This is an optimization exercise on Yosys and OpenROAD, whose aim is small area, not a production implementation. The RTL was checked by simulation tests, not by an equivalence proof against the original design. The clock cells of run 8 come from the design's own scripts or RTL, not from TritonCTS. The clock port is modelled as an ideal driver, which makes a skipped or thinned clock tree look cheaper than it is; a real chip needs a root buffer or a tree. Power is estimated from default activity; no workload was simulated.

## design/flow/run.sh

```bash
#!/bin/bash
# synth_recipe.tcl (not shown) runs the flow's synth.tcl, then flattens the netlist and writes it again
# the make line also repeats each setting of config.mk as NAME=value (left out here)
make -C /OpenROAD-flow-scripts/flow DESIGN_CONFIG=/design/flow/config.mk WORK_HOME=/design/flow/orfs CLKGATE_MAP_FILE= SYNTH_SCRIPT=/design/flow/synth_recipe.tcl finish
```

## design/flow/config.mk

```make
export PLATFORM = sky130hd
export DESIGN_NAME = top_level
export DESIGN_NICKNAME = top_level
export VERILOG_FILES = /design/flow/design.v
export SDC_FILE = /design/flow/constraint.sdc
export NUM_CORES = 4
export LEC_CHECK = 0
export CAP_MARGIN = 20
export CORE_MARGIN = 2
export CORE_UTILIZATION = 40
export CTS_BUF_LIST = sky130_fd_sc_hd__clkbuf_8
export CTS_CLUSTER_DIAMETER = 500
export CTS_CLUSTER_SIZE = 60
export SLEW_MARGIN = 20
```

## design/flow/constraint.sdc

```tcl
create_clock -name core_clock -period 10.0 [get_ports {clk_100mhz}]
set_input_delay 2.0000 -clock core_clock [delete_from_list [all_inputs] [get_ports {clk_100mhz}]]
set_output_delay 2.0000 -clock core_clock [all_outputs]
set_load 0.01 [all_outputs]
```

## design/flow/design.v

```verilog
`timescale 1ns/1ps
`default_nettype none
module top_level (
    input  wire        clk_100mhz,
    input  wire        btnC,
    input  wire [15:0] sw,
    output logic       tft_sclk,
    output logic       tft_copi,
    output logic       tft_cs,
    output logic       tft_rs,
    output logic       tft_rst,
    output logic       tft_bl
);
    localparam logic [24:0] C_RST   = 25'h0a1e41a;
    localparam logic [24:0] C_INIT2 = 25'h1fff586;
    localparam logic [24:0] C_RAMWR = 25'h1ffff86;
    logic rst;
    always_ff @(posedge clk_100mhz) rst <= btnC;
    logic [24:0] cnt;
    logic        act;      
    logic        dc;
    logic        rsth;
    logic [3:0]  pq;       
    wire [2:0]  dv = cnt[2:0];
    wire        hf = cnt[3];
    wire [2:0]  bi = cnt[6:4];
    wire [17:0] U  = cnt[24:7];
    wire run    = (dv <= 3'd4);
    wire s_done = (dv == 3'd5);
    wire s_send = (dv == 3'd6);
    wire initr  = U[17];
    logic [8:0] rom;
    always_comb begin
        case (U[4:0])
            5'd9: rom = 9'h001;
            5'd10: rom = 9'h011;
            5'd11: rom = 9'h03a;
            5'd12: rom = 9'h105;
            5'd13: rom = 9'h036;
            5'd14: rom = 9'h100;
            5'd15: rom = 9'h02a;
            5'd16: rom = 9'h100;
            5'd17: rom = 9'h100;
            5'd18: rom = 9'h100;
            5'd19: rom = 9'h17f;
            5'd20: rom = 9'h02b;
            5'd21: rom = 9'h100;
            5'd22: rom = 9'h100;
            5'd23: rom = 9'h100;
            5'd24: rom = 9'h19f;
            5'd25: rom = 9'h013;
            5'd26: rom = 9'h029;
            5'd27: rom = 9'h02c;
            5'd28: rom = 9'h000;
            5'd29: rom = 9'h000;
            5'd30: rom = 9'h000;
            5'd31: rom = 9'h02c;
            default: rom = 9'h000;
        endcase
    end
    wire [3:0] pos = {U[0], bi};
    wire [6:0] x = U[7:1];
    wire [7:0] y = U[15:8];
    wire ch_r = (pos <= 4'd4);
    wire ch_b = (pos >= 4'd11);
    wire ch_g = !ch_r && !ch_b;
    logic g;
    always_comb begin
        case (pos)
            4'd1, 4'd12: g = x[6];
            4'd2, 4'd13: g = x[5];
            4'd3, 4'd14: g = x[4];
            4'd4, 4'd15: g = x[3];
            4'd5: g = y[7];
            4'd6: g = y[6];
            4'd7: g = y[5];
            4'd8: g = y[4];
            4'd9: g = y[3];
            4'd10: g = y[2];
            default: g = 1'b0;
        endcase
    end
    wire bar_r = (x < 7'd43);
    wire bar_g = !bar_r && (x < 7'd86);
    wire bar_b = !bar_r && !bar_g;
    logic pbit;
    always_comb begin
        case (pq)
            4'h0: pbit = ch_r;
            4'h1: pbit = ch_g;
            4'h2: pbit = ch_b;
            4'h3: pbit = 1'b1;
            4'h4: pbit = x[4] ^ y[4];
            4'h5: pbit = ch_r & g;
            4'h6: pbit = ch_g & g;
            4'h7: pbit = ch_b & g;
            4'h8: pbit = (bar_r & ch_r) | (bar_g & ch_g) | (bar_b & ch_b);
            default: pbit = g;
        endcase
    end
    wire [7:0] rrev = {rom[0], rom[1], rom[2], rom[3], rom[4], rom[5], rom[6], rom[7]};
    wire rbit = rrev[bi];
    wire bit_o = initr ? rbit : pbit;
    wire m_rsthi = cnt[2] & cnt[3] & cnt[6] & cnt[10] & cnt[12] & cnt[13] & cnt[14] & cnt[15] & cnt[20] & cnt[22];
    wire m_b01   = dc && !act && cnt[7] & cnt[10] & cnt[24];
    wire m_b01e  = cnt[7] & cnt[8] & !cnt[23] & cnt[24];
    wire m_dlye  = !dc && !act && cnt[0] & cnt[1] & cnt[5] & cnt[7] & cnt[9] & cnt[10] & cnt[13] & cnt[14] & cnt[17] & cnt[19] & cnt[20] & !cnt[24];
    wire at_end  = dc && cnt[20] & cnt[22] & !cnt[23];
    wire e_redr  = !act && at_end && (sw[3:0] != pq);
    always_ff @(posedge clk_100mhz) begin
        if (rst) begin
            cnt  <= C_RST;
            act  <= 1'b0;
            dc   <= 1'b1;
            rsth <= 1'b0;
        end else begin
            if (m_rsthi) rsth <= 1'b1;
            if (m_dlye) cnt <= C_INIT2;
            else if (e_redr) cnt <= C_RAMWR;
            else if (!at_end) begin
                if (dv == 3'd4) begin
                    cnt[3] <= !hf;
                    if (hf) begin
                        cnt[6:4] <= bi + 1'b1;
                        if (bi == 3'd7) begin
                            cnt[2:0] <= 3'd5;
                            cnt[24:7] <= U + 1'b1;
                        end else cnt[2:0] <= 3'd0;
                    end else cnt[2:0] <= 3'd0;
                end else cnt[2:0] <= dv + 1'b1;
            end
            if (m_b01 || m_dlye || e_redr) act <= 1'b1;
            else if (m_b01e || at_end) act <= 1'b0;
            if (act && s_send && initr) dc <= rom[8];
            else if (act && s_done && !initr) dc <= 1'b1;
        end
    end
    always_ff @(posedge clk_100mhz)
        if (!act || s_done || s_send) pq <= sw[3:0];
    assign tft_sclk = act && run && hf;
    assign tft_copi = act && run && bit_o;
    assign tft_cs   = !act || (s_send && initr);
    assign tft_rs   = dc;
    assign tft_rst  = rsth;
    assign tft_bl   = 1'b1;
endmodule
`default_nettype wire
```

==> results of run 1 <==
-- synthesized netlist by cell type, types with 11 or more instances --
| library cell | n | area, um2 |
|---|---|---|
| xor2_1 | 11 | 96.3 |
| ha_1 | 18 | 225 |
| a21oi_1 | 18 | 90.1 |
| clkbuf_1 | 18 | 67.6 |
| nand2_1 | 37 | 139 |
| o21ai_0 | 16 | 80.1 |
| nor3_1 | 11 | 55.1 |
| nand3_1 | 12 | 60.1 |
| nor2_1 | 18 | 67.6 |
| inv_1 | 13 | 48.8 |
| dfxtp_1 | 29 | 581 |
| xnor2_1 | 12 | 105 |
-- cell families (layout without fill, tap and decap cells) --
group	after synthesis	after routing	synth area share, %
simple gates	132	132	27.9
compound gates	74	74	18.3
buf+inv	37	32	5.97
flops	33	33	27.2
xor+xnor	23	23	7.82
fa+ha+maj	18	18	8.74
mux	10	10	3.93
other cells	1	1	0.145
-- flip-flops by register name, summed over array words and instances, names as in the netlist --
| signal | count |
|---|---|
| rsth | 1 |
| dc | 1 |
| cnt | 25 |
| pq | 4 |
| rst | 1 |
| act | 1 |
-- final cells by class --
class	count	area, um2
fillers	634	3520
flip-flops and latches	33	701
well taps	77	96.3
clock inverters	3	15.0
clock buffers	5	68.8
inverters	13	48.8
repair buffers	11	108
multi-input cells	258	1720
-- power by group through the flow --
| stage | Clock [uW] | Sequential (uW) | Combinational [uW] |
|---|---|---|---|
| 2_1_floorplan | 0 | 142 | 18.8 |
| 3_3_place_gp | 0 | 146 | 21.7 |
| 3_5_place_dp | 0 | 146 | 21.8 |
| 4_1_cts | 98.6 | 143 | 22.0 |
| 5_1_grt | 104 | 144 | 25.3 |
| 6_report | 96.7 | 143 | 22.0 |
-- metrics by stage --
step,cell area (um2),utilization [%],hold slack (ps),cells,power [uW]
floorplan,2580,-,481,328,161
global placement,2680,42.6,470,392,168
detailed placement,2680,42.6,461,392,168
CTS,2760,44.0,484,400,263
global route,2760,44.0,553,400,273
finish,2760,44.0,480,400,262
-- routing by layer --
metal	vias to the layer above	global-route usage [%]
met4	0	4.40
met3	6	2.65
met1	1060	25.8
met5	-	0
li1	1154	-
met2	40	30.8
-- final timing paths --
path / start / to / slack (ps)
worst max-delay path: cnt[5] / tft_copi / 4740
worst max register to register: cnt[5] / cnt[17] / 7140
worst min-delay path: rsth / rsth / 480
worst min register to register: rsth / rsth / 480
-- worst max-delay path, delay by kind of cell, from the launching register on --
family          cells  cell delay, ps
buf+inv             2             780
simple gates        3             750
compound gates      3             570
flops               1             540
fa+ha+maj           1             320
==> metrics.cfg, run 1 <==
[power_and_ir_drop]
power.internal_uw=195
comb_power_share_pct=8.4
p_clk_share_pct=36.9
ir_worst_vdd_mv=0.0725
p_leak_uw=0.000995
p_sw_share_pct=25.6
switchingPower_uw=66.9
p_per_area_mw_per_mm2=94.8
sequentialPowerShare_pct=54.7

[cells_and_area]
drive_above_1_share_pct=6.50
final_cell_mix=nand2_1 (37), dfxtp_1 (29), nor2_1 (18), a21oi_1 (18), ha_1 (18)
syn_to_final_growth_pct=7.09
nets=358
diodes=0
mostFrequentLayoutCell=nand2_1

[setup_path]
crit_slowest_cell=clkdlybuf4s50_1
reg2reg_depth=8
startpoint_type=register
required_ps=8000
max_stage_delay_ps=580
cp.arrival_ps=3260
cp_max_fo=10
crit_type=register to output port
cp_common_cell=nor3_1
crit_path_end_kind=output port
cp_cell_sequence=inv_1 -> ha_1 -> or4b_1 -> a21oi_1 -> nor3_1 -> nor3_1 -> o32ai_1 -> a211oi_1 -> clkdlybuf4s50_1

[clock_tree]
cts_max_level=2
insertion_delay_ps=290
cts_tree=done
cts_root_buf=clkbuf_8
clk_pin_slew_ps=70
clk_path_buf_depth=2
cts-resized-gates=0
cts_setup_buffers=0
cts_buffers=5
clkSinkCount=33
cts_hold_buffers=0

[sta]
min_period_over_period_pct=52.6
finalHoldViolations=0
setup_tns_ps=0
setup_ws_ps=4740
post-route-min-period_ps=5260
rsz0062_at_grt=false
tightest_slew_ps=981
max_freq_mhz=190
finClkSkew_ps=9.97
drv_slew=0
finalSetupViolCount=0
slew_headroom_pct=34.4

[die]
pin_count=24
fp.dieH_um=84.3
core_mm2=0.00628
start_util_pct=41.1
die-area_mm2=0.00710
rows=29
die_w_um=84.3

[global_routing]
gr-total-overflow=0
grt_pass1_wl_mm=10.7
grt_pass1_vias=2172
grt_max_degree=22
grt_antenna_before_repair=0
gr-usage-all-layers_pct=18.6

[drt]
vias=2260
wl_met2_mm=2.92
wl_met3_um=279
top_layer=met4
via_per_inst=5.65
route.layer.met1.wl_mm=3.12
drc=0
wl_per_cell_um=16.0
ant_nets=0
initialDrtViolationCount=191
dr.pass1.iters=4
totalWireLength_mm=6.39

[placement]
gp_congestion=0.862
pre_cts_ws_ps=5040
dp_hpwl_mm=4.62
portBuffers=10

[synth]
async_reset_ff_share_pct=0
ys_types=59
yosys_warnings=1
syn_area_per_cell_um2=7.86
synth_seq_area_share_pct=27.2
synth_ff_type=dfxtp_1
synth_edf_count=4
ys_seq_elements=33
syn-instance-count=328
synth_fp_nets=364
syn-cell-area_mm2=0.00258

[worst_hold_path]
holdCritPathClass=register to register
hold_path_depth=2

[job]
cap_viol_max_count=0

[outcome]
status=complete, no violations

==> inputs of run 2 (changes only) <==
==> design/flow/flow/run.sh (new file) <==
#!/bin/bash
bash standard.sh > standard.log 2>&1
==> design/flow/standard.sh (new file) <==
#!/bin/bash
# synth_recipe.tcl (not shown) runs the flow's synth.tcl, then flattens the netlist and writes it again
# the make line also repeats each setting of config.mk as NAME=value (left out here)
make -C /OpenROAD-flow-scripts/flow DESIGN_CONFIG=/design/flow/config.mk WORK_HOME=/design/flow/orfs CLKGATE_MAP_FILE= SYNTH_SCRIPT=/design/flow/synth_recipe.tcl "${@:-finish}"
--- a/design/flow/config.mk
+++ b/design/flow/config.mk
@@ -8,7 +8,7 @@
 export CAP_MARGIN = 20
 export CORE_MARGIN = 2
 export CORE_UTILIZATION = 40
-export CTS_BUF_LIST = sky130_fd_sc_hd__clkbuf_8
-export CTS_CLUSTER_DIAMETER = 500
-export CTS_CLUSTER_SIZE = 60
+export CTS_BUF_LIST = sky130_fd_sc_hd__clkbuf_4
+export CTS_CLUSTER_DIAMETER = 300
+export CTS_CLUSTER_SIZE = 40
 export SLEW_MARGIN = 20
removed: design/flow/run.sh
==> run 2 against run 1 <==
Compared with the run above: area after synthesis stayed put; setup slack worse by 62 ps; count of clock-buffer cells in the layout is 2 higher.
==> metrics.cfg, run 2 <==
[drt]
initialDrtViolationCount=147  ; -23%
vias=2261  ; +0.044%
wl_per_cell_um=15.9  ; -0.52%
via_per_inst=5.65  ; about the same
drc=0  ; unchanged
ant_nets=0  ; unchanged
totalWireLength_mm=6.36  ; -0.52%
dr.pass1.iters=4  ; unchanged

[power_and_ir_drop]
p_total_uw=246  ; -6.1%
p_per_area_mw_per_mm2=89.8  ; -5.3%
p_leak_uw=0.000980  ; -1.4%
ir_worst_vdd_mv=0.0711  ; -1.9%

[synth]
yosys_warnings=1  ; unchanged
ys_types=59  ; unchanged
synth_compound_area_share_pct=18.3  ; unchanged
synthAdderAreaFrac_pct=8.74  ; unchanged
yosys-top-cells-area=dfxtp_1 (23%), ha_1 (8.7%), nand2_1 (5.4%), edfxtp_1 (4.7%), xnor2_1 (4.1%)
synth_top_family_by_area=simple AND/OR/NAND/NOR gates
synth_seq_area_share_pct=27.2  ; unchanged
syn-instance-count=328  ; unchanged
synth_edf_count=4  ; unchanged
ys_seq_elements=33  ; unchanged
synth_ff_type=dfxtp_1
yosysMostFrequentCell=nand2_1
synthTopCellsByCount=nand2_1 (37), dfxtp_1 (29)
synth-simple-area-share_pct=27.9  ; unchanged
syn-cell-area_mm2=0.00258  ; unchanged
yosysTopAreaCellShare_pct=22.5  ; unchanged
synth_xor_area_share_pct=7.82  ; unchanged
synth_mux_area_share_pct=3.93  ; unchanged
synth_fp_nets=364  ; unchanged
syn_area_per_cell_um2=7.86  ; unchanged
async_reset_ff_share_pct=0  ; unchanged
synth_top_area_cell=dfxtp_1

[setup_path]
startpoint_type=register
required_ps=8000  ; about the same
cp.arrival_ps=3320  ; +60 ps
crit_type=register to output port
cp_max_fo=10  ; unchanged
crit_path_end_kind=output port

[clock_tree]
cts-resized-gates=0  ; unchanged
cts_root_buf=clkbuf_4
cts_buffers=5  ; unchanged
cts_max_level=2  ; unchanged
cts_setup_buffers=0  ; unchanged
insertion_delay_ps=340  ; +50 ps
clk_path_buf_depth=2  ; unchanged
cts_tree=done
clk_pin_slew_ps=100  ; +30 ps
clkSinkCount=33  ; unchanged
cts_hold_buffers=0  ; unchanged

[sta]
setup_ws_ps=4680  ; -62.0 ps
max_freq_mhz=188  ; -1.2%
slew_headroom_pct=33.0  ; -1.3 points
setup_tns_ps=0  ; unchanged
tightest_slew_ps=1000  ; +20.0 ps
min_period_over_period_pct=53.2  ; +0.62 points
hold_slack_ps=492  ; +11.4 ps
drv_slew=0  ; unchanged
rsz0062_at_grt=false
post-route-min-period_ps=5320  ; +62.0 ps
finClkSkew_ps=15.0  ; +5.05 ps
finalHoldViolations=0  ; unchanged
finalSetupViolCount=0  ; unchanged

[die]
rows=29  ; unchanged
fp.dieH_um=84.3  ; unchanged
die-area_mm2=0.00710  ; unchanged
start_util_pct=41.1  ; unchanged
die_w_um=84.3  ; unchanged
pin_count=24  ; unchanged
core_mm2=0.00628  ; unchanged

[placement]
portBuffers=10  ; unchanged
gp_congestion=0.862  ; unchanged
placed_area_mm2=0.00268  ; unchanged
pre_cts_ws_ps=5040  ; unchanged
dp_hpwl_mm=4.62  ; unchanged

[cells_and_area]
mostFrequentLayoutCell=nand2_1
regMostFlops=cnt
final_cell_mix=nand2_1 (37), dfxtp_1 (29), nor2_1 (18), a21oi_1 (18), ha_1 (18)
largest_register_ffs=25  ; unchanged
top_regs=cnt: 25 flops, pq: 4 flops
stdcell_area_mm2=0.00274  ; -0.86%
fill_cells=641  ; +1.1%
nets=358  ; unchanged
diodes=0  ; unchanged
syn_to_final_growth_pct=6.16
drive_above_1_share_pct=7.12  ; +0.62 points

[worst_hold_path]
holdCritPathClass=register to register

[global_routing]
grt_pass1_vias=2195  ; +1.1%
gr-total-overflow=0  ; unchanged
grt_max_degree=22  ; unchanged
grt_pass1_wl_mm=10.8  ; +0.38%
grt_antenna_before_repair=0  ; unchanged
gr-usage-all-layers_pct=18.6  ; unchanged

[job]
cap_viol_max_count=0  ; unchanged

[outcome]
status=complete, no violations

## run 2: cell counts after synthesis
Identical to the previous run, type by type.
## run 2: layer usage
layer  wire (um)  vias up  part of all wire (%)  GRT usage (%)
li1            -     1151                     -              -
met1        3090     1060                    49           25.8
met2        2930       40                    46           30.0
met3         243       10                   3.8           2.85
met4          94        0                   1.5           5.72
met5           0        -                     0              0
## run 2: where the power goes
part,internal [uW],switching [uW]
combinational,10.8,11.2
sequential,137,6.05
clock,33.2,47.6
## run 2: final cells by class
| cell class | count | area (um2) | area share (%) |
|---|---|---|---|
| Clock buffer | 7 | 52.6 | 1.92 |
| Clock inverter | 1 | 7.51 | 0.274 |
| Inverter | 13 | 48.8 | 1.78 |
| Multi-Input combinational cell | 258 | 1720 | 63.0 |
| Sequential cell | 33 | 701 | 25.6 |
| Tap cell | 77 | 96.3 | 3.52 |
| Timing Repair Buffer | 11 | 108 | 3.93 |
## run 2: critical path: stages (launching register included)
cell and delay [ps]:
dfxtp_1 560, inv_1 200, ha_1 320, or4b_1 530, a21oi_1 210, nor3_1 80
nor3_1 140, o32ai_1 100, a211oi_1 260, clkdlybuf4s50_1 580
## run 2: worst paths after layout
path	startpoint	to	slack, ps	cells past startpoint
setup / recovery	cnt[5]	tft_copi	4680	9
hold / removal	rsth	rsth	490	2
setup reg to reg	cnt[5]	cnt[17]	7150	8
hold reg to reg	rsth	rsth	490	2
## run 2: kinds of logic after synthesis
logic type	count (synthesis)
AOI/OAI and AO/OA	74
xor gates and xnor gates	23
adders and majority gates	18
buffers and inverters	37
DFF	33
muxes	10
other	1
and+or+nand+nor	132
## run 2: stage by stage
step                std cells  utilization [%]
finish                    400             43.6
global route              400             43.6
detailed placement        392             42.6
floorplan                 328                -
global placement          392             42.6
CTS                       400             43.6
==> inputs of run 3 (changes only) <==
==> design/flow/run.sh (new file) <==
#!/bin/bash
# synth_recipe.tcl (not shown) runs the flow's synth.tcl, then flattens the netlist and writes it again
# the make line also repeats each setting of config.mk as NAME=value (left out here)
make -C /OpenROAD-flow-scripts/flow DESIGN_CONFIG=/design/flow/config.mk WORK_HOME=/design/flow/orfs CLKGATE_MAP_FILE= SYNTH_SCRIPT=/design/flow/synth_recipe.tcl finish
removed: design/flow/flow/run.sh
removed: design/flow/standard.sh
==> run 3 against run 2 <==
Compared with the run above: register-to-register slack about the same; still clean on timing, DRC and antenna; flip-flop and latch count unchanged; power unchanged; sequential power about the same.
==> metrics.cfg, run 3 <==
[placement]
placed_area_mm2=0.00268  ; unchanged
gp_congestion=0.862  ; unchanged
portBuffers=10  ; unchanged
dp_hpwl_mm=4.62  ; unchanged

[drt]
vias=2261  ; unchanged
drc=0  ; unchanged
initialDrtViolationCount=147  ; unchanged
totalWireLength_mm=6.36  ; unchanged
via_per_inst=5.65  ; unchanged
dr.pass1.iters=4  ; unchanged
ant_nets=0  ; unchanged
wl_per_cell_um=15.9  ; unchanged

[die]
pin_count=24  ; unchanged
die-area_mm2=0.00710  ; unchanged
rows=29  ; unchanged
core_mm2=0.00628  ; unchanged
die_w_um=84.3  ; unchanged
fp.dieH_um=84.3  ; unchanged
start_util_pct=41.1  ; unchanged

[synth]
synth-simple-area-share_pct=27.9  ; unchanged
synthTopCellsByCount=nand2_1 (37), dfxtp_1 (29)
syn-cell-area_mm2=0.00258  ; unchanged
synth_top_family_by_area=simple AND/OR/NAND/NOR gates
synth_ff_type=dfxtp_1
syn_area_per_cell_um2=7.86  ; unchanged
ys_types=59  ; unchanged
synth_fp_nets=364  ; unchanged
synth_xor_area_share_pct=7.82  ; unchanged
synth_edf_count=4  ; unchanged
yosys_warnings=1  ; unchanged
synthAdderAreaFrac_pct=8.74  ; unchanged
ys_seq_elements=33  ; unchanged
yosysTopAreaCellShare_pct=22.5  ; unchanged
yosysMostFrequentCell=nand2_1
synth_mux_area_share_pct=3.93  ; unchanged
syn-instance-count=328  ; unchanged
synth_seq_area_share_pct=27.2  ; unchanged
async_reset_ff_share_pct=0  ; unchanged
synth_compound_area_share_pct=18.3  ; unchanged
synth_top_area_cell=dfxtp_1
yosys-top-cells-area=dfxtp_1 (23%), ha_1 (8.7%), nand2_1 (5.4%), edfxtp_1 (4.7%), xnor2_1 (4.1%)

[global_routing]
gr-total-overflow=0  ; unchanged
grt_pass1_wl_mm=10.8  ; unchanged
grt_max_degree=22  ; unchanged
grt_antenna_before_repair=0  ; unchanged
grt_pass1_vias=2195  ; unchanged
gr-usage-all-layers_pct=18.6  ; unchanged

[setup_path]
startpoint=cnt[5]
cp_max_fo=10  ; unchanged
startpoint_type=register
r2r_slack_ps=7150  ; about the same
crit_path_end_kind=output port
cp.arrival_ps=3320  ; about the same
timing.rr.end=cnt[17]
crit_type=register to output port
cp-endpoint=tft_copi
required_ps=8000  ; about the same
reg2reg_depth=8  ; unchanged
rr_startpoint=cnt[5]

[cells_and_area]
regMostFlops=cnt
stdcell_area_mm2=0.00274  ; unchanged
diodes=0  ; unchanged
final_cell_mix=nand2_1 (37), dfxtp_1 (29), nor2_1 (18), a21oi_1 (18), ha_1 (18)
drive_above_1_share_pct=7.12  ; unchanged
nets=358  ; unchanged
mostFrequentLayoutCell=nand2_1
largest_register_ffs=25  ; unchanged
fill_cells=641  ; unchanged
fin_util_pct=43.6  ; unchanged
multi_input_area_mm2=0.00172  ; unchanged
syn_to_final_growth_pct=6.16  ; unchanged
ff_latch_area_um2=701  ; unchanged
top_regs=cnt: 25 flops, pq: 4 flops

[sta]
tightest_slew_ps=1000  ; unchanged
max_freq_mhz=188  ; unchanged
finalSetupViolCount=0  ; unchanged
post-route-min-period_ps=5320  ; unchanged
drv_slew=0  ; unchanged
rsz0062_at_grt=false
setup_tns_ps=0  ; unchanged
finClkSkew_ps=15.0  ; unchanged
finalHoldViolations=0  ; unchanged
slew_headroom_pct=33.0  ; unchanged
min_period_over_period_pct=53.2  ; unchanged

[clock_tree]
cts_max_level=2  ; unchanged
clk_pin_slew_ps=100  ; about the same
insertion_delay_ps=340  ; about the same
cts-resized-gates=0  ; unchanged
clkSinkCount=33  ; unchanged
cts_root_buf=clkbuf_4
cts_setup_buffers=0  ; unchanged
cts_tree=done
cts_buffers=5  ; unchanged
cts_hold_buffers=0  ; unchanged
clk_path_buf_depth=2  ; unchanged

[outcome]
status=complete, no violations

[power_and_ir_drop]
p_leak_uw=0.000980  ; unchanged
p_sw_share_pct=26.4  ; unchanged
p_per_area_mw_per_mm2=89.8  ; unchanged
ir_worst_vdd_mv=0.0711  ; unchanged
p_clk_share_pct=32.9  ; about the same
comb_power_share_pct=8.9  ; about the same
power.internal_uw=181  ; unchanged
sequentialPowerShare_pct=58.2  ; about the same
switchingPower_uw=64.9  ; unchanged

[worst_hold_path]
holdCritPathClass=register to register

[job]
cap_viol_max_count=0  ; unchanged

## run 3: cell counts in the layout (fill, tap and decap cells not counted)
Identical to the previous run, type by type.
## run 3: area by class of cell
class                           instances  share of cell area (%)
Clock buffer                            7                    1.92
Multi-Input combinational cell        258                    63.0
Sequential cell                        33                    25.6
Inverter                               13                    1.78
Tap cell                               77                    3.52
Clock inverter                          1                   0.274
Timing Repair Buffer                   11                    3.93
## run 3: kinds of logic after synthesis
group | after synthesis
buf+inv | 37
mux | 10
other cells | 1
xor+xnor | 23
compound gates | 74
fa+ha+maj | 18
flops | 33
simple gates | 132
## run 3: stage by stage
stage / worst slack [ps] / hold slack [ps] / total power, uW / std cells
2_1_floorplan: 5830 / 481 / 161 / 328
3_3_place_gp: 5040 / 470 / 168 / 392
3_5_place_dp: 5040 / 461 / 168 / 392
4_1_cts: 4670 / 494 / 247 / 400
5_1_grt: 4460 / 562 / 256 / 400
6_report: 4680 / 492 / 246 / 400
## run 3: worst max-delay path, cell delays in order (launching register included)
cell	delay, ps
dfxtp_1	560
inv_1	200
ha_1	320
or4b_1	530
a21oi_1	210
nor3_1	80
nor3_1	140
o32ai_1	100
a211oi_1	260
clkdlybuf4s50_1	580
## run 3: how the worst min path moves through the flow
stage	start	to	slack (ps)	depth (start not counted)
floorplan	cnt[15]	cnt[15]	480	2
global placement	rsth	rsth	470	2
detailed placement	rsth	rsth	460	2
CTS	rsth	rsth	490	2
global route	cnt[15]	cnt[15]	560	2
finish	rsth	rsth	490	2
## run 3: power groups by stage
stage | clock network, uW | registers, uW | logic (uW)
6_report | 80.8 | 143 | 22.0
5_1_grt | 86.9 | 144 | 25.4
4_1_cts | 81.8 | 143 | 22.0
3_5_place_dp | 0 | 146 | 21.8
3_3_place_gp | 0 | 146 | 21.7
2_1_floorplan | 0 | 142 | 18.8
## run 3: metal layers
metal / share of wire, % / vias to the layer above / track usage (%)
met4: 1.5 / 0 / 5.72
met5: 0 / - / 0
met1: 49 / 1060 / 25.8
met3: 3.8 / 10 / 2.85
met2: 46 / 40 / 30.0
li1: - / 1151 / -
==> inputs of run 4 (changes only) <==
==> design/flow/flow/run.sh (new file) <==
#!/bin/bash
# Standard ORFS flow; only the ABC mapping script of synthesis is replaced by an
# area-oriented one, the adder extraction is skipped, and the port buffers are buf_1.
set -euo pipefail
rm -rf scripts_own
cp -r "$FLOW_HOME/scripts" scripts_own
cp flow/abc_area.script scripts_own/abc_speed.script
bash standard.sh SCRIPTS_DIR="$PWD/scripts_own" ADDER_MAP_FILE= \
    BUFFER_PORTS_ARGS="-buffer_cell sky130_fd_sc_hd__buf_1" finish > flow_make.log 2>&1
==> design/flow/flow/abc_area.script (new file) <==
strash
&get -n
&deepsyn -T 60
&dch -f
&nf -R 1000
&put
strash
&get -n
&dch -f
&nf -R 1000
&put
==> design/flow/standard.sh (new file) <==
#!/bin/bash
# synth_recipe.tcl (not shown) runs the flow's synth.tcl, then flattens the netlist and writes it again
# the make line also repeats each setting of config.mk as NAME=value (left out here)
make -C /OpenROAD-flow-scripts/flow DESIGN_CONFIG=/design/flow/config.mk WORK_HOME=/design/flow/orfs CLKGATE_MAP_FILE= SYNTH_SCRIPT=/design/flow/synth_recipe.tcl "${@:-finish}"
--- a/design/flow/config.mk
+++ b/design/flow/config.mk
@@ -8,7 +8,7 @@
 export CAP_MARGIN = 20
 export CORE_MARGIN = 2
 export CORE_UTILIZATION = 40
-export CTS_BUF_LIST = sky130_fd_sc_hd__clkbuf_4
-export CTS_CLUSTER_DIAMETER = 300
+export CTS_BUF_LIST = sky130_fd_sc_hd__clkbuf_8
+export CTS_CLUSTER_DIAMETER = 500
 export CTS_CLUSTER_SIZE = 40
 export SLEW_MARGIN = 20
removed: design/flow/run.sh
==> run 4 against run 3 <==
Compared with the run above: combinational power decreased by 39%; worst hold slack got worse by 18 ps; final cell count shrank 26%; routed wire length is 25% lower; setup slack improved by 650 ps; non-clock buffer count fell by 1; critical path type unchanged; via count is 22% lower.
==> metrics.cfg, run 4 <==
[cells_and_area]
drive_above_1_share_pct=3.70  ; -3.4 points
largest_register_ffs=25  ; unchanged
fin_cells=295  ; -26%
stdcell_area_mm2=0.00200  ; -27%
regMostFlops=cnt
nets=260  ; -27%
diodes=0  ; unchanged
top_regs=cnt: 25 flops, pq: 4 flops
syn_to_final_growth_pct=11.2
final_cell_mix=nand2_1 (31), nor2_1 (29), dfxtp_1 (29)
mostFrequentLayoutCell=nand2_1

[clock_tree]
cts_setup_buffers=0  ; unchanged
clkSinkCount=33  ; unchanged
clk_path_buf_depth=2  ; unchanged
insertion_delay_ps=290  ; -50 ps
cts_root_buf=clkbuf_8
cts_tree=done
clk_pin_slew_ps=70  ; -30 ps
cts_hold_buffers=0  ; unchanged
cts_max_level=2  ; unchanged
cts_buffers=5  ; unchanged
cts-resized-gates=0  ; unchanged

[drt]
drc=0  ; unchanged
totalWireLength_mm=4.74  ; -25%
ant_nets=0  ; unchanged
via_per_inst=5.96  ; +5.4%
wl_per_cell_um=16.1  ; +1.1%
initialDrtViolationCount=173  ; +18%
vias=1758  ; -22%
dr.pass1.iters=4  ; unchanged

[power_and_ir_drop]
p_per_area_mw_per_mm2=134  ; +49%
p_leak_uw=0.000690  ; -30%
ir_worst_vdd_mv=0.0922  ; +30%

[global_routing]
grt_pass1_wl_mm=7.92  ; -27%
gr-total-overflow=0  ; unchanged
grt_pass1_vias=1625  ; -26%
grt_max_degree=19  ; -14%
gr-usage-all-layers_pct=19.8  ; +1.1 points
grt_antenna_before_repair=0  ; unchanged

[placement]
gp_congestion=0.915  ; +6.1%
portBuffers=10  ; unchanged
placed_area_mm2=0.00190  ; -29%
dp_hpwl_mm=3.26  ; -29%
dp_cells=287  ; -27%

[synth]
ys_seq_elements=33  ; unchanged
synth_edf_count=4  ; unchanged
syn-instance-count=226  ; -31%
async_reset_ff_share_pct=0  ; unchanged
synth_fp_nets=244  ; -33%
yosys_warnings=1  ; unchanged
yosysMostFrequentCell=nand2_1
synth_seq_area_share_pct=38.9  ; +12 points
syn_area_per_cell_um2=7.97  ; +1.4%
synth_ff_type=dfxtp_1
yosys-top-cells-area=dfxtp_1 (32%), edfxtp_1 (6.7%), nand2_1 (6.5%), nor2_1 (6.0%), xor2_1 (5.4%)
ys_types=40  ; -32%
yosysTopAreaCellShare_pct=32.2  ; +9.7 points
synth_top_area_cell=dfxtp_1
synthTopCellsByCount=nand2_1 (31), dfxtp_1 (29), nor2_1 (29)
syn-cell-area_mm2=0.00180  ; -30%

[sta]
min_period_over_period_pct=46.7  ; -6.5 points
finalSetupViolCount=0  ; unchanged
rsz0062_at_grt=false
finalHoldViolations=0  ; unchanged
setup_tns_ps=0  ; unchanged
max_freq_mhz=214  ; +14%
slew_headroom_pct=37.0  ; +4.0 points
finClkSkew_ps=4.16  ; -10.9 ps
post-route-min-period_ps=4670  ; -648 ps
tightest_slew_ps=936  ; -65.0 ps
hold_slack_ps=474  ; -17.6 ps
drv_slew=0  ; unchanged

[die]
fp.dieH_um=71.1  ; -16%
pin_count=24  ; unchanged
core_mm2=0.00435  ; -31%
start_util_pct=41.4  ; +0.29 points
rows=24  ; -17%
die_w_um=71.1  ; -16%
die-area_mm2=0.00505  ; -29%

[setup_path]
cp_top_family=simple AND/OR/NAND/NOR gates
crit_type=register to output port
cp-endpoint=tft_copi
cp.depth=10  ; +1
max_stage_delay_ps=390  ; -190 ps
cp.arrival_ps=2670  ; -650 ps
required_ps=8000  ; about the same
startpoint_type=register
crit_slowest_cell=dfxtp_1
rr_startpoint=cnt[23]
cp_max_fo=9  ; -1
crit_path_end_kind=output port
cp_num_buf_inv=1  ; -1
timing.rr.end=cnt[24]
cp_cell_sequence=and2_0 -> a211o_1 -> nor2_1 -> mux2i_1 -> nor4_1 -> a211oi_1 -> a211oi_1 -> o31ai_1 -> nor2_1 -> buf_1
r2r_slack_ps=6120  ; -1030 ps
reg2reg_depth=15  ; +7
startpoint=cnt[6]

[job]
cap_viol_max_count=0  ; unchanged

[worst_hold_path]
holdCritPathClass=register to register
hold_start=rsth

[outcome]
status=complete, no violations

-- run 4: changes by cell type in the layout (fill, tap and decap cells not counted), sizes merged, moves of 8 or more --
cell / delta
buf: +9
ha: -18
clkdlybuf4s50: -10
mux2i: -8
inv: -13
-- run 4: final cells by class --
| type | count | area, um2 |
|---|---|---|
| Multi-Input combinational cell | 191 | 1090 |
| Clock inverter | 1 | 5.00 |
| Fill cell | 460 | 2350 |
| Tap cell | 52 | 65.1 |
| Timing Repair Buffer | 10 | 37.5 |
| Clock buffer | 7 | 96.3 |
| Sequential cell | 33 | 701 |
| Inverter | 1 | 3.75 |
-- run 4: worst reg2reg max path, delay by kind of cell (launching register included) --
kind             cells  cell delay, ps
AND/OR/NAND/NOR     13            3100
flip-flops           1             410
XOR/XNOR             1             160
AO/OA/AOI/OAI        1              80
-- run 4: cell families (layout without fill, tap and decap cells) --
family / count (synthesis) / count (layout) / synth area share, %
other: 1 / 1 / 0.208
and+or+nand+nor: 106 / 106 / 27.7
buffers and inverters: 2 / 19 / 0.625
xor gates and xnor gates: 16 / 16 / 7.78
muxes: 1 / 1 / 0.556
DFF: 33 / 33 / 38.9
AOI/OAI and AO/OA: 67 / 67 / 24.3
-- run 4: metrics by stage --
step                total power [uW]  utilization, %  setup WS [ps]
finish                           268            46.0           5330
global route                     278            46.0           5110
CTS                              269            46.0           5340
detailed placement               160            43.6           5680
global placement                 159            43.5           5660
floorplan                        155               -           6050
-- run 4: how the worst min path moves through the flow --
stage               endpoint  slack (ps)  depth (start not counted)
floorplan            cnt[16]         480                          2
global placement        rsth         460                          2
detailed placement      rsth         470                          2
CTS                     rsth         480                          2
global route            rsth         510                          2
finish                  rsth         470                          2
-- run 4: layer usage --
layer / up-vias / global-route usage [%] / share of wire, %
met5: - / 0 / 0
met4: 0 / 6.71 / 1.9
met3: 11 / 4.70 / 6.4
met2: 63 / 29.4 / 45
met1: 803 / 28.1 / 46
li1: 881 / - / -
-- run 4: report_power, final --
part | internal, uW | switching (uW)
Combinational | 6.17 | 7.32
Clock | 62.2 | 48.7
Sequential | 137 | 6.26
Total | 205 | 62.3
==> inputs of run 5 (changes only) <==
==> design/flow/flow/abc_area.script (replaced) <==
strash
&get -n
&st
&dch -f
&nf -R 1000
&put
strash
&get -n
&dch -f
&nf -R 1000
&put
--- a/design/flow/config.mk
+++ b/design/flow/config.mk
@@ -8,7 +8,7 @@
 export CAP_MARGIN = 20
 export CORE_MARGIN = 2
 export CORE_UTILIZATION = 40
-export CTS_BUF_LIST = sky130_fd_sc_hd__clkbuf_8
-export CTS_CLUSTER_DIAMETER = 500
+export CTS_BUF_LIST = sky130_fd_sc_hd__clkbuf_4
+export CTS_CLUSTER_DIAMETER = 300
 export CTS_CLUSTER_SIZE = 40
 export SLEW_MARGIN = 20
==> run 5 against run 4 <==
Compared with the run above: global-route usage rose by 1.5 points; sequential share of layout area fell by 2.7 points; register-to-register slack improved by 880 ps; area after synthesis rose by 11%; non-clock buffer count did not move; combinational power barely moved; routed wire length rose by 12%; synthesized cell count rose by 20%; largest cell class unchanged; highest routed layer unchanged.
==> metrics.cfg, run 5 <==
[cells_and_area]
ff_latch_area_um2=701  ; unchanged
fill_cells=525  ; +14%
diodes=0  ; unchanged
syn_to_final_growth_pct=8.45
multi_input_area_mm2=0.00128  ; +17%
nets=305  ; +17%
final_cell_mix=nand2_1 (40), nor2_1 (39), dfxtp_1 (29)
mostFrequentLayoutCell=nand2_1
drive_above_1_share_pct=2.78  ; -0.93 points
fin_util_pct=45.3  ; -0.70 points
top_regs=cnt: 25 flops, pq: 4 flops
regMostFlops=cnt
largest_register_ffs=25  ; unchanged

[global_routing]
gr-usage-all-layers_pct=21.3  ; +1.5 points
grt_max_degree=23  ; +4
grt_antenna_before_repair=0  ; unchanged
grt_pass1_wl_mm=8.97  ; +13%
gr-total-overflow=0  ; unchanged
grt_pass1_vias=1872  ; +15%

[synth]
yosys-top-cells-area=dfxtp_1 (29%), nand2_1 (7.5%), nor2_1 (7.3%), a21oi_1 (6.3%), edfxtp_1 (6.0%)
yosysMostFrequentCell=nand2_1
syn-instance-count=271  ; +20%
synthAdderAreaFrac_pct=0  ; unchanged
synth_ff_type=dfxtp_1
ys_types=42  ; +5.0%
syn-cell-area_mm2=0.00200  ; +11%
synth_top_family_by_area=simple AND/OR/NAND/NOR gates
synth-simple-area-share_pct=30.8  ; +3.1 points
synthTopCellsByCount=nand2_1 (40), nor2_1 (39), dfxtp_1 (29)
synth_edf_count=4  ; unchanged
synth_mux_area_share_pct=0.501  ; -0.055 points
synth_top_area_cell=dfxtp_1
yosys_warnings=1  ; unchanged
synth_seq_area_share_pct=35.1  ; -3.9 points
synth_fp_nets=289  ; +18%
async_reset_ff_share_pct=0  ; unchanged
synth_xor_area_share_pct=5.70  ; -2.1 points
syn_area_per_cell_um2=7.37  ; -7.4%
synth_compound_area_share_pct=26.8  ; +2.5 points
ys_seq_elements=33  ; unchanged
yosysTopAreaCellShare_pct=29.1  ; -3.2 points

[die]
core_mm2=0.00479  ; +9.9%
die_w_um=74.7  ; +5.0%
die-area_mm2=0.00558  ; +10%
rows=25  ; +4.2%
pin_count=24  ; unchanged
fp.dieH_um=74.7  ; +5.0%
start_util_pct=41.8  ; +0.40 points

[setup_path]
r2r_slack_ps=7000  ; +880 ps
rr_startpoint=cnt[20]
startpoint_type=register
cp_max_fo=17  ; +8
timing.rr.end=cnt[21]
cp.arrival_ps=2890  ; +220 ps
required_ps=8000  ; about the same
crit_path_end_kind=output port
reg2reg_depth=15  ; unchanged
crit_type=register to output port

[clock_tree]
cts_setup_buffers=0  ; unchanged
clkSinkCount=33  ; unchanged
cts_buffers=5  ; unchanged
clk_pin_slew_ps=100  ; +30 ps
cts_root_buf=clkbuf_4
cts_tree=done
cts_max_level=2  ; unchanged
insertion_delay_ps=350  ; +60 ps
cts_hold_buffers=0  ; unchanged
cts-resized-gates=0  ; unchanged
clk_path_buf_depth=2  ; unchanged

[sta]
tightest_slew_ps=875  ; -60.7 ps
finalHoldViolations=0  ; unchanged
hold_slack_ps=493  ; +19.1 ps
setup_tns_ps=0  ; unchanged
post-route-min-period_ps=4890  ; +216 ps
slew_headroom_pct=41.4  ; +4.4 points
rsz0062_at_grt=false
drv_slew=0  ; unchanged
finClkSkew_ps=12.0  ; +7.87 ps
max_freq_mhz=204  ; -4.4%
min_period_over_period_pct=48.9  ; +2.2 points
finalSetupViolCount=0  ; unchanged

[power_and_ir_drop]
p_per_area_mw_per_mm2=107  ; -20%
ir_worst_vdd_mv=0.0661  ; -28%
p_leak_uw=0.000691  ; +0.21%

[placement]
portBuffers=10  ; unchanged
dp_hpwl_mm=3.84  ; +18%
gp_congestion=0.862  ; -5.8%

[drt]
dr.pass1.iters=5  ; +1
via_per_inst=5.81  ; -2.5%
initialDrtViolationCount=214  ; +24%
drc=0  ; unchanged
totalWireLength_mm=5.33  ; +12%
ant_nets=0  ; unchanged
vias=2062  ; +17%
wl_per_cell_um=15.0  ; -6.5%

[worst_hold_path]
hold_start=rsth
hold_path_depth=2  ; unchanged
holdCritPathClass=register to register
holdPathEnd=rsth

[job]
cap_viol_max_count=0  ; unchanged

[outcome]
status=complete, no violations

[run 5: changes by cell type after synthesis, sizes merged, moves of 4 or more]
cell / delta
o21ai: +9
nor2: +10
nor3: +4
a31oi: +6
nand2: +9
a22oi: -5
o22ai: +4
a21oi: +6
[run 5: per-stage QoR]
step | total power, uW | std cells | area [um2] | setup slack, ps
6_report | 232 | 355 | 2170 | 5110
5_1_grt | 243 | 355 | 2170 | 4960
4_1_cts | 234 | 355 | 2170 | 5160
3_5_place_dp | 159 | 347 | 2110 | 5560
3_3_place_gp | 159 | 347 | 2110 | 5580
2_1_floorplan | 154 | 271 | 2000 | 5960
[run 5: cell families after synthesis]
logic type | count (synthesis)
AO/OA/AOI/OAI | 87
multiplexers | 1
other | 1
XOR/XNOR | 13
AND/OR/NAND/NOR | 132
buffers and inverters | 4
flip-flops | 33
[run 5: how the worst max path moves through the flow]
stage                     cells after the start  endpoint    from
after floorplan                               8  tft_copi  cnt[7]
after global placement                        9  tft_copi  cnt[7]
after detailed placement                      9  tft_copi  cnt[7]
after CTS                                     9  tft_copi  cnt[7]
after global routing                          9  tft_copi  cnt[7]
final                                         9  tft_copi  cnt[7]
[run 5: layout make-up]
class / instances / share of cell area, %
sequential: 33 / 32.3
tap: 67 / 3.87
clock inverter: 2 / 0.462
clock buffer: 6 / 2.08
timing repair buffer: 10 / 1.73
inverter: 3 / 0.520
multi-input combinational: 234 / 59.0
[run 5: metal layers]
metal | global-route usage [%] | vias up | share of wire [%]
met3 | 4.15 | 8 | 5.6
met4 | 7.14 | 0 | 1.4
met1 | 28.4 | 940 | 48
li1 | - | 1035 | -
met5 | 0 | - | 0
met2 | 34.6 | 79 | 45
[run 5: critical path, stage by stage (launching register included)]
cell	delay [ps]
dfxtp_1	650
nand2_1	180
o21bai_1	280
a21oi_1	130
a21o_1	240
a31oi_1	170
o21ai_0	90
or3_1	330
a311oi_1	290
buf_1	190
[run 5: power by group]
group	switching (uW)	internal (uW)	total (uW)
clock network	46.6	29.4	76.0
logic	7.26	6.28	13.5
registers	6.27	137	143
total	60.1	172	232
==> inputs of run 6 (changes only) <==
==> design/flow/flow/run.sh (replaced) <==
#!/bin/bash
# Standard ORFS flow; only the ABC mapping script of synthesis is replaced by an
# area-oriented one, the adder extraction is skipped, the port buffers are buf_1,
# and clock tree synthesis gets its own arguments (flow/cts_args.txt).
set -euo pipefail
rm -rf scripts_own
cp -r "$FLOW_HOME/scripts" scripts_own
cp flow/abc_area.script scripts_own/abc_speed.script
bash standard.sh SCRIPTS_DIR="$PWD/scripts_own" ADDER_MAP_FILE= \
    BUFFER_PORTS_ARGS="-buffer_cell sky130_fd_sc_hd__buf_1" \
    CTS_ARGS="$(cat flow/cts_args.txt)" finish > flow_make.log 2>&1
==> design/flow/flow/abc_area.script (replaced) <==
strash
&get -n
&deepsyn -T 60
&dch -f
&nf -R 1000
&put
strash
&get -n
&dch -f
&nf -R 1000
&put
==> design/flow/flow/cts_args.txt (new file) <==
-root_buf sky130_fd_sc_hd__clkbuf_8 -buf_list sky130_fd_sc_hd__clkbuf_8 -sink_clustering_enable -sink_clustering_size 40 -sink_clustering_max_diameter 1000 -sink_clustering_levels 1 -dont_use_dummy_load -repair_clock_nets
--- a/design/flow/config.mk
+++ b/design/flow/config.mk
@@ -8,7 +8,7 @@
 export CAP_MARGIN = 20
 export CORE_MARGIN = 2
 export CORE_UTILIZATION = 40
-export CTS_BUF_LIST = sky130_fd_sc_hd__clkbuf_4
-export CTS_CLUSTER_DIAMETER = 300
+export CTS_BUF_LIST = sky130_fd_sc_hd__clkbuf_8
+export CTS_CLUSTER_DIAMETER = 500
 export CTS_CLUSTER_SIZE = 40
 export SLEW_MARGIN = 20
==> run 6 against run 5 <==
Compared with the run above: first-iteration DRC count down 23%; synthesized cell count down 17%; critical path depth up 1; maximum frequency up 4.5%; count of clock-buffer cells in the layout down 1; combinational power about the same; routed wire length down 13%; sequential share of layout area up 3.2 points.
==> metrics.cfg, run 6 <==
[power_and_ir_drop]
switchingPower_uw=56.7  ; -5.8%
comb_power_share_pct=5.5  ; -0.3 points
p_clk_share_pct=35.9  ; +3.2 points
p_sw_share_pct=23.1  ; -2.7 points
sequentialPowerShare_pct=58.6  ; -2.8 points
power.internal_uw=188  ; +9.2%
p_per_area_mw_per_mm2=124  ; +16%
p_leak_uw=0.000671  ; -2.9%
ir_worst_vdd_mv=0.0733  ; +11%

[cells_and_area]
regMostFlops=cnt
syn_to_final_growth_pct=9.38
nets=260  ; -15%
diodes=0  ; unchanged
mostFrequentLayoutCell=nand2_1
multi_input_area_mm2=0.00109  ; -14%
ff_latch_area_um2=701  ; unchanged
top_regs=cnt: 25 flops, pq: 4 flops
largest_register_ffs=25  ; unchanged
final_cell_mix=nand2_1 (31), nor2_1 (29), dfxtp_1 (29)
fill_cells=462  ; -12%
fin_util_pct=45.2  ; -0.051 points
drive_above_1_share_pct=2.50  ; -0.28 points
stdcell_area_mm2=0.00197  ; -9.1%

[die]
core_mm2=0.00435  ; -9.0%
die_w_um=71.1  ; -4.8%
start_util_pct=41.4  ; -0.40 points
rows=24  ; -4.0%
pin_count=24  ; unchanged
die-area_mm2=0.00505  ; -9.4%
fp.dieH_um=71.1  ; -4.8%

[clock_tree]
clk_path_buf_depth=2  ; unchanged
cts_max_level=2  ; unchanged
clk_pin_slew_ps=70  ; -30 ps
cts_tree=done
cts-resized-gates=0  ; unchanged
cts_buffers=5  ; unchanged
cts_hold_buffers=0  ; unchanged
cts_root_buf=clkbuf_8
cts_setup_buffers=0  ; unchanged
clkSinkCount=33  ; unchanged
insertion_delay_ps=280  ; -70 ps

[setup_path]
required_ps=8000  ; about the same
crit_slowest_cell=dfxtp_1
r2r_slack_ps=6120  ; -880 ps
max_stage_delay_ps=400  ; -250 ps
cp_cell_sequence=and2_0 -> a211o_1 -> nor2_1 -> mux2i_1 -> nor4_1 -> a211oi_1 -> a211oi_1 -> o31ai_1 -> nor2_1 -> buf_1
cp_max_fo=9  ; -8
cp.arrival_ps=2680  ; -210 ps
cp_top_family=compound AO/OA/AOI/OAI gates
cp_num_buf_inv=1  ; unchanged
startpoint_type=register
crit_path_end_kind=output port
crit_type=register to output port

[synth]
synthTopCellsByCount=nand2_1 (31), dfxtp_1 (29), nor2_1 (29)
synth_fp_nets=244  ; -16%
synth_ff_type=dfxtp_1
yosys_warnings=1  ; unchanged
async_reset_ff_share_pct=0  ; unchanged
yosys-top-cells-area=dfxtp_1 (32%), edfxtp_1 (6.7%), nand2_1 (6.5%), nor2_1 (6.0%), xor2_1 (5.4%)
yosysMostFrequentCell=nand2_1
syn-instance-count=226  ; -17%
synth_edf_count=4  ; unchanged
syn-cell-area_mm2=0.00180  ; -9.9%
ys_types=40  ; -4.8%
synth_seq_area_share_pct=38.9  ; +3.9 points
ys_seq_elements=33  ; unchanged
yosysTopAreaCellShare_pct=32.2  ; +3.2 points
syn_area_per_cell_um2=7.97  ; +8.0%
synth_top_area_cell=dfxtp_1

[sta]
min_period_over_period_pct=46.8  ; -2.1 points
max_freq_mhz=214  ; +4.5%
setup_ws_ps=5320  ; +210 ps
drv_slew=0  ; unchanged
tightest_slew_ps=914  ; +38.5 ps
post-route-min-period_ps=4680  ; -210 ps
slew_headroom_pct=38.5  ; -2.9 points
finalSetupViolCount=0  ; unchanged
finalHoldViolations=0  ; unchanged
rsz0062_at_grt=false
finClkSkew_ps=9.10  ; -2.94 ps
setup_tns_ps=0  ; unchanged

[placement]
portBuffers=10  ; unchanged
gp_congestion=0.915  ; +6.2%
placed_area_mm2=0.00190  ; -10%
pre_cts_ws_ps=5680  ; +117 ps
dp_hpwl_mm=3.26  ; -15%

[drt]
vias=1723  ; -16%
ant_nets=0  ; unchanged
drc=0  ; unchanged
dr.pass1.iters=4  ; -1
wl_per_cell_um=16.0  ; +6.2%
via_per_inst=5.90  ; +1.6%
initialDrtViolationCount=164  ; -23%
totalWireLength_mm=4.66  ; -13%

[worst_hold_path]
holdCritPathClass=register to register

[global_routing]
gr-total-overflow=0  ; unchanged
gr-usage-all-layers_pct=19.7  ; -1.5 points
grt_antenna_before_repair=0  ; unchanged
grt_max_degree=19  ; -17%
grt_pass1_wl_mm=7.88  ; -12%
grt_pass1_vias=1611  ; -14%

[job]
cap_viol_max_count=0  ; unchanged

[outcome]
status=complete, no violations

-- run 6: worst paths after layout --
kind,to,startpoint,depth (start not counted)
setup / recovery,tft_copi,cnt[6],10
hold / removal,rsth,rsth,2
setup reg to reg,cnt[24],cnt[23],15
hold reg to reg,rsth,rsth,2
-- run 6: cell families after synthesis --
kind of cell | Yosys count | synth area share [%]
buffers and inverters | 2 | 0.625
other | 1 | 0.208
xor gates and xnor gates | 16 | 7.78
and+or+nand+nor | 106 | 27.7
muxes | 1 | 0.556
DFF | 33 | 38.9
AOI/OAI and AO/OA | 67 | 24.3
-- run 6: metrics by stage --
stage	instances	hold slack [ps]	power, uW
5_1_grt	292	508	256
6_report	292	474	245
2_1_floorplan	226	477	155
3_3_place_gp	287	458	159
3_5_place_dp	287	467	160
4_1_cts	292	484	247
-- run 6: layout make-up --
cell class              instances  share of cell area [%]
multi-input cells             191                    55.5
well taps                      52                    3.30
flip-flops and latches         33                    35.6
inverters                       1                   0.191
repair buffers                 10                    1.91
clock buffers                   5                    3.49
-- run 6: per-layer routing --
| layer | up-vias | wire (um) | track usage [%] |
|---|---|---|---|
| met2 | 44 | 2060 | 29.1 |
| met3 | 10 | 284 | 4.70 |
| met1 | 791 | 2220 | 28.1 |
| met4 | 0 | 93 | 7.34 |
| met5 | - | 0 | 0 |
| li1 | 878 | - | - |
-- run 6: worst reg2reg max path: cells and delay by family, from the launching register on --
| kind | cells | cell delay (ps) |
|---|---|---|
| and+or+nand+nor | 13 | 3090 |
| DFF | 1 | 400 |
| xor gates and xnor gates | 1 | 160 |
| AOI/OAI and AO/OA | 1 | 80 |
-- run 6: power groups by stage --
stage | logic [uW] | registers, uW | clock network, uW
floorplan | 10.7 | 144 | 0
global placement | 13.2 | 146 | 0
detailed placement | 13.3 | 146 | 0
CTS | 13.4 | 143 | 90.0
global route | 15.5 | 144 | 96.2
finish | 13.4 | 144 | 87.8
==> inputs of run 7 (changes only) <==
==> design/flow/flow/cts_args.txt (replaced) <==
-root_buf sky130_fd_sc_hd__clkbuf_16 -buf_list sky130_fd_sc_hd__clkbuf_16 -dont_use_dummy_load
==> run 7 against run 6 <==
Compared with the run above: synthesized cell count is the same; largest power group unchanged; count of clock-buffer cells in the layout did not move; non-clock buffer count unchanged; die area unchanged; critical path type unchanged.
==> metrics.cfg, run 7 <==
[outcome]
status=complete, no violations

[global_routing]
grt_max_degree=19  ; unchanged
met3_usage_pct=5.98  ; +1.3 points
top_usage_layer=met1
grt_pass1_wl_mm=7.86  ; -0.25%
met2_usage_pct=28.2  ; -0.83 points
gr-usage-all-layers_pct=19.8  ; +0.089 points
gr-total-overflow=0  ; unchanged
grt_util_met1_pct=28.4  ; +0.35 points
grt_antenna_before_repair=0  ; unchanged
grt_pass1_vias=1612  ; +0.062%

[synth]
synth_top_area_cell=dfxtp_1
yosysMostFrequentCell=nand2_1
synth_seq_area_share_pct=38.9  ; unchanged
ys_seq_elements=33  ; unchanged
yosysTopAreaCellShare_pct=32.2  ; unchanged
syn-instance-count=226  ; unchanged
synth_edf_count=4  ; unchanged
synth_ff_type=dfxtp_1
synth_fp_nets=244  ; unchanged
synthTopCellsByCount=nand2_1 (31), dfxtp_1 (29), nor2_1 (29)
ys_types=40  ; unchanged
syn-cell-area_mm2=0.00180  ; unchanged
syn_area_per_cell_um2=7.97  ; unchanged
yosys_warnings=1  ; unchanged
async_reset_ff_share_pct=0  ; unchanged
yosys-top-cells-area=dfxtp_1 (32%), edfxtp_1 (6.7%), nand2_1 (6.5%), nor2_1 (6.0%), xor2_1 (5.4%)

[job]
cap_viol_max_count=0  ; unchanged

[drt]
totalWireLength_mm=4.68  ; +0.39%
via_per_inst=6.05  ; +2.6%
drc=0  ; unchanged
vias=1767  ; +2.6%
initialDrtViolationCount=143  ; -13%
wl_per_cell_um=16.0  ; +0.39%
ant_nets=0  ; unchanged
dr.pass1.iters=4  ; unchanged

[die]
pin_count=24  ; unchanged
die-area_mm2=0.00505  ; unchanged
start_util_pct=41.4  ; unchanged
rows=24  ; unchanged
core_mm2=0.00435  ; unchanged
fp.dieH_um=71.1  ; unchanged
die_w_um=71.1  ; unchanged

[clock_tree]
clk_pin_slew_ps=50  ; -20 ps
cts_buffers=5  ; unchanged
cts_setup_buffers=0  ; unchanged
cts_tree=done
clkSinkCount=33  ; unchanged
cts_root_buf=clkbuf_16
clk_path_buf_depth=2  ; unchanged
cts_max_level=2  ; unchanged
cts_hold_buffers=0  ; unchanged
insertion_delay_ps=270  ; about the same
cts-resized-gates=0  ; unchanged

[cells_and_area]
drive_above_1_share_pct=2.50  ; unchanged
regMostFlops=cnt
final_cell_mix=nand2_1 (31), nor2_1 (29), dfxtp_1 (29)
mostFrequentLayoutCell=nand2_1
nets=260  ; unchanged
largest_register_ffs=25  ; unchanged
syn_to_final_growth_pct=12.5
top_regs=cnt: 25 flops, pq: 4 flops
diodes=0  ; unchanged
fill_cells=449  ; -2.8%

[sta]
finalHoldViolations=0  ; unchanged
rsz0062_at_grt=false
min_period_over_period_pct=46.5  ; -0.27 points
max_freq_mhz=215  ; +0.57%
finalSetupViolCount=0  ; unchanged
slew_headroom_pct=35.9  ; -2.6 points
drv_slew=0  ; unchanged
finClkSkew_ps=6.04  ; -3.06 ps
setup_tns_ps=0  ; unchanged
hold_slack_ps=469  ; -5.20 ps
tightest_slew_ps=953  ; +39.3 ps
post-route-min-period_ps=4650  ; -26.7 ps

[power_and_ir_drop]
ir_worst_vdd_mv=0.0909  ; +24%
p_per_area_mw_per_mm2=145  ; +16%
p_total_uw=293  ; +20%
p_leak_uw=0.000697  ; +3.8%

[setup_path]
startpoint_type=register
crit_type=register to output port
crit_path_end_kind=output port
cp.arrival_ps=2650  ; -30 ps
required_ps=8000  ; about the same
cp_max_fo=9  ; unchanged

[worst_hold_path]
holdCritPathClass=register to register

[placement]
gp_congestion=0.915  ; unchanged
dp_hpwl_mm=3.26  ; unchanged
portBuffers=10  ; unchanged

run 7: cell counts after synthesis:
No cell type changed its count.
run 7: area by class of cell:
| type | instances | area (um2) | share of cell area, % |
|---|---|---|---|
| inverter | 1 | 3.75 | 0.185 |
| sequential | 33 | 701 | 34.6 |
| tap | 52 | 65.1 | 3.21 |
| timing repair buffer | 10 | 37.5 | 1.85 |
| clock buffer | 5 | 125 | 6.18 |
| multi-input combinational | 191 | 1090 | 54.0 |
run 7: worst paths after layout:
| check | from | end | slack [ps] | depth (start not counted) |
|---|---|---|---|---|
| hold / removal | rsth | rsth | 470 | 2 |
| setup / recovery | cnt[6] | tft_copi | 5350 | 10 |
| setup reg to reg | cnt[23] | cnt[24] | 6120 | 15 |
| hold reg to reg | rsth | rsth | 470 | 2 |
run 7: worst max-delay path, cell delays in order, from the launching register on:
cell      delay, ps
dfxtp_1         390
and2_0          380
a211o_1         370
nor2_1          160
mux2i_1         110
nor4_1          240
a211oi_1         80
a211oi_1        250
o31ai_1         100
nor2_1          140
buf_1           160
run 7: layer usage:
metal	vias to the layer above	part of all wire, %
li1	878	-
met1	809	46
met2	70	45
met3	10	7.6
met4	0	1.8
met5	-	0
run 7: cell families after synthesis:
kind of cell / count (synthesis) / share of synthesized area [%]
xor+xnor: 16 / 7.78
simple gates: 106 / 27.7
buf+inv: 2 / 0.625
mux: 1 / 0.556
compound gates: 67 / 24.3
other cells: 1 / 0.208
flops: 33 / 38.9
run 7: where the power goes:
group / switching [uW] / total, uW / internal, uW
logic: 7.27 / 13.4 / 6.17
registers: 6.28 / 144 / 138
clock network: 48.5 / 136 / 87.5
total: 62.0 / 293 / 231
run 7: per-stage QoR:
| stage | instance area (um2) | setup slack (ps) | util, % | cells |
|---|---|---|---|---|
| after floorplan | 1800 | 6050 | - | 226 |
| after global placement | 1900 | 5660 | 43.5 | 287 |
| after detailed placement | 1900 | 5680 | 43.6 | 287 |
| after CTS | 2030 | 5360 | 46.5 | 292 |
| after global routing | 2030 | 5130 | 46.5 | 292 |
| final | 2030 | 5350 | 46.5 | 292 |
==> inputs of run 8 (changes only) <==
==> design/flow/flow/run.sh (replaced) <==
#!/bin/bash
# Standard ORFS flow with three changes: synthesis maps with an area-oriented
# ABC script (flow/abc_area.script) and skips the adder extraction; the port
# buffers are buf_1; clock tree synthesis is one clock buffer (flow/onebuf.tcl).
set -euo pipefail
CLKBUF=sky130_fd_sc_hd__clkbuf_16
rm -rf scripts_own
cp -r "$FLOW_HOME/scripts" scripts_own
cp flow/abc_area.script scripts_own/abc_speed.script
sed -i "s#^log_cmd clock_tree_synthesis .*#source $PWD/flow/onebuf.tcl\none_clock_buffer $CLKBUF\nset_propagated_clock [all_clocks]#" scripts_own/cts.tcl
grep -q one_clock_buffer scripts_own/cts.tcl
bash standard.sh SCRIPTS_DIR="$PWD/scripts_own" ADDER_MAP_FILE= \
    BUFFER_PORTS_ARGS="-buffer_cell sky130_fd_sc_hd__buf_1" finish > flow_make.log 2>&1
==> design/flow/flow/onebuf.tcl (new file) <==
# Clock tree of one buffer: the clock port drives one clock buffer placed at
# the centre of the flip-flops, and that buffer drives every clock pin.
proc one_clock_buffer { cell } {
  set block [ord::get_db_block]
  set net [[$block findBTerm clk_100mhz] getNet]
  set master [[ord::get_db] findMaster $cell]
  set inst [odb::dbInst_create $block $master clkbuf_root]
  set onet [odb::dbNet_create $block clknet_root]
  $onet setSigType CLOCK
  set sx 0
  set sy 0
  set n 0
  foreach it [$net getITerms] {
    set loc [[$it getInst] getLocation]
    set sx [expr { $sx + [lindex $loc 0] }]
    set sy [expr { $sy + [lindex $loc 1] }]
    incr n
    $it disconnect
    $it connect $onet
  }
  [$inst findITerm A] connect $net
  [$inst findITerm X] connect $onet
  $inst setLocation [expr { $sx / $n }] [expr { $sy / $n }]
  $inst setPlacementStatus PLACED
  puts "one_clock_buffer: $cell drives $n clock pins"
}
removed: design/flow/flow/cts_args.txt
==> run 8 against run 7 <==
Compared with the run above: register-to-register slack about the same; area after synthesis unchanged; final area down 4.9%; maximum frequency up 1.3%; flip-flop and latch count unchanged; sequential share of layout area up 1.8 points; global-route usage down 1.5 points; critical endpoint unchanged; highest routed layer unchanged.
==> metrics.cfg, run 8 <==
[synth]
syn-cell-area_mm2=0.00180  ; unchanged
synthTopCellsByCount=nand2_1 (31), dfxtp_1 (29), nor2_1 (29)
synth_seq_area_share_pct=38.9  ; unchanged
async_reset_ff_share_pct=0  ; unchanged
ys_seq_elements=33  ; unchanged
synth_ff_type=dfxtp_1
synth_fp_nets=244  ; unchanged
yosys_warnings=1  ; unchanged
synth_edf_count=4  ; unchanged
ys_types=40  ; unchanged
syn-instance-count=226  ; unchanged
yosysTopAreaCellShare_pct=32.2  ; unchanged
syn_area_per_cell_um2=7.97  ; unchanged
yosys-top-cells-area=dfxtp_1 (32%), edfxtp_1 (6.7%), nand2_1 (6.5%), nor2_1 (6.0%), xor2_1 (5.4%)
synth_top_area_cell=dfxtp_1
yosysMostFrequentCell=nand2_1

[clock_tree]
cts-resized-gates=0  ; unchanged
insertion_delay_ps=180  ; -90 ps
cts_setup_buffers=0  ; unchanged
clk_pin_slew_ps=120  ; +70 ps
cts_hold_buffers=0  ; unchanged

[sta]
max_freq_mhz=218  ; +1.3%
hold_slack_ps=487  ; +17.9 ps
drv_slew=0  ; unchanged
setup_tns_ps=0  ; unchanged
tightest_slew_ps=933  ; -20.3 ps
min_period_over_period_pct=45.9  ; -0.59 points
finClkSkew_ps=7.01  ; +0.975 ps
post-route-min-period_ps=4590  ; -59.4 ps
rsz0062_at_grt=false
slew_headroom_pct=37.2  ; +1.4 points
finalHoldViolations=0  ; unchanged
finalSetupViolCount=0  ; unchanged

[die]
die-area_mm2=0.00505  ; unchanged
die_w_um=71.1  ; unchanged
start_util_pct=41.4  ; unchanged
pin_count=24  ; unchanged
rows=24  ; unchanged
core_mm2=0.00435  ; unchanged
fp.dieH_um=71.1  ; unchanged

[setup_path]
timing.rr.end=cnt[24]
cp-endpoint=tft_copi
rr_startpoint=cnt[23]
required_ps=8000  ; about the same
r2r_slack_ps=6110  ; about the same
cp_max_fo=9  ; unchanged
crit_path_end_kind=output port
startpoint_type=register
reg2reg_depth=15  ; unchanged
crit_type=register to output port
startpoint=cnt[6]
cp.arrival_ps=2590  ; -60 ps

[global_routing]
gr-usage-all-layers_pct=18.3  ; -1.5 points
grt_pass1_wl_mm=7.71  ; -1.8%
grt_max_degree=34  ; +15
gr-total-overflow=0  ; unchanged
grt_pass1_vias=1571  ; -2.5%
grt_antenna_before_repair=0  ; unchanged

[placement]
portBuffers=10  ; unchanged
gp_congestion=0.915  ; unchanged
dp_hpwl_mm=3.26  ; unchanged

[cells_and_area]
top_regs=cnt: 25 flops, pq: 4 flops
final_cell_mix=nand2_1 (31), nor2_1 (29), dfxtp_1 (29)
nets=256  ; -1.5%
fill_cells=461  ; +2.7%
syn_to_final_growth_pct=6.95
drive_above_1_share_pct=0.847  ; -1.7 points
fin_util_pct=44.2  ; -2.3 points
diodes=0  ; unchanged
mostFrequentLayoutCell=nand2_1
regMostFlops=cnt
largest_register_ffs=25  ; unchanged

[worst_hold_path]
holdCritPathClass=register to register

[power_and_ir_drop]
ir_worst_vdd_mv=0.0819  ; -9.9%
p_per_area_mw_per_mm2=109  ; -25%
p_leak_uw=0.000648  ; -7.1%

[job]
cap_viol_max_count=0  ; unchanged

[drt]
wl_per_cell_um=15.8  ; -1.1%
ant_nets=0  ; unchanged
drc=0  ; unchanged
dr.pass1.iters=4  ; unchanged
via_per_inst=5.99  ; -1.0%
wl_met2_mm=2.00  ; -4.0%
totalWireLength_mm=4.56  ; -2.4%
wl_met3_um=226  ; -36%
route.layer.met1.wl_mm=2.23  ; +3.8%
vias=1725  ; -2.4%
initialDrtViolationCount=141  ; -1.4%
top_layer=met4

[outcome]
status=complete, no violations

-- run 8: cell counts after synthesis --
No cell type changed its count.
-- run 8: power by group --
part	total (uW)	switching (uW)	internal (uW)
logic	13.4	7.23	6.17
registers	143	6.32	137
clock network	53.1	34.2	18.8
total	210	47.8	162
-- run 8: routing by layer --
metal | track usage [%] | vias to the layer above
met5 | 0 | -
met4 | 3.77 | 0
met3 | 1.71 | 10
met2 | 27.5 | 57
met1 | 28.5 | 789
li1 | - | 869
-- run 8: stage by stage --
stage                     std cells  setup WS [ps]  power, uW  instance area [um2]
after CTS                       288           5430        212                 1930
after global placement          287           5660        159                 1900
after global routing            288           5180        220                 1930
final                           288           5410        210                 1930
after detailed placement        287           5680        160                 1900
after floorplan                 226           6050        155                 1800
-- run 8: worst min path at each step --
stage,from,to,slack (ps),cells after the start
floorplan,cnt[16],cnt[16],480,2
global placement,rsth,rsth,460,2
detailed placement,rsth,rsth,470,2
CTS,rsth,rsth,500,2
global route,rsth,rsth,520,2
finish,rsth,rsth,490,2
-- run 8: critical path: stages (launching register included) --
cell      delay, ps
dfxtp_1         420
and2_0          380
a211o_1         370
nor2_1          160
mux2i_1         110
nor4_1          240
a211oi_1         80
a211oi_1        250
o31ai_1         100
nor2_1          140
buf_1           160
-- run 8: area by class of cell --
cell class	instances	area, um2	area share [%]
Buffer	1	25.0	1.30
Sequential cell	33	701	36.4
Inverter	1	3.75	0.195
Tap cell	52	65.1	3.38
Timing Repair Buffer	10	37.5	1.95
Multi-Input combinational cell	191	1090	56.8
-- run 8: kinds of logic (layout without fill, tap and decap cells) --
family | after synthesis | after routing | synth area share (%)
other cells | 1 | 1 | 0.208
mux | 1 | 1 | 0.556
simple gates | 106 | 106 | 27.7
flops | 33 | 33 | 38.9
buf+inv | 2 | 12 | 0.625
compound gates | 67 | 67 | 24.3
xor+xnor | 16 | 16 | 7.78

Check on run 8: ideal ports give 5.405 ns setup slack; a clkbuf_16 on the clock port and buf_2 on the inputs give 5.375 ns; moving port delays by the midpoint clock arrival (0.208 ns) as well gives 5.584 ns.
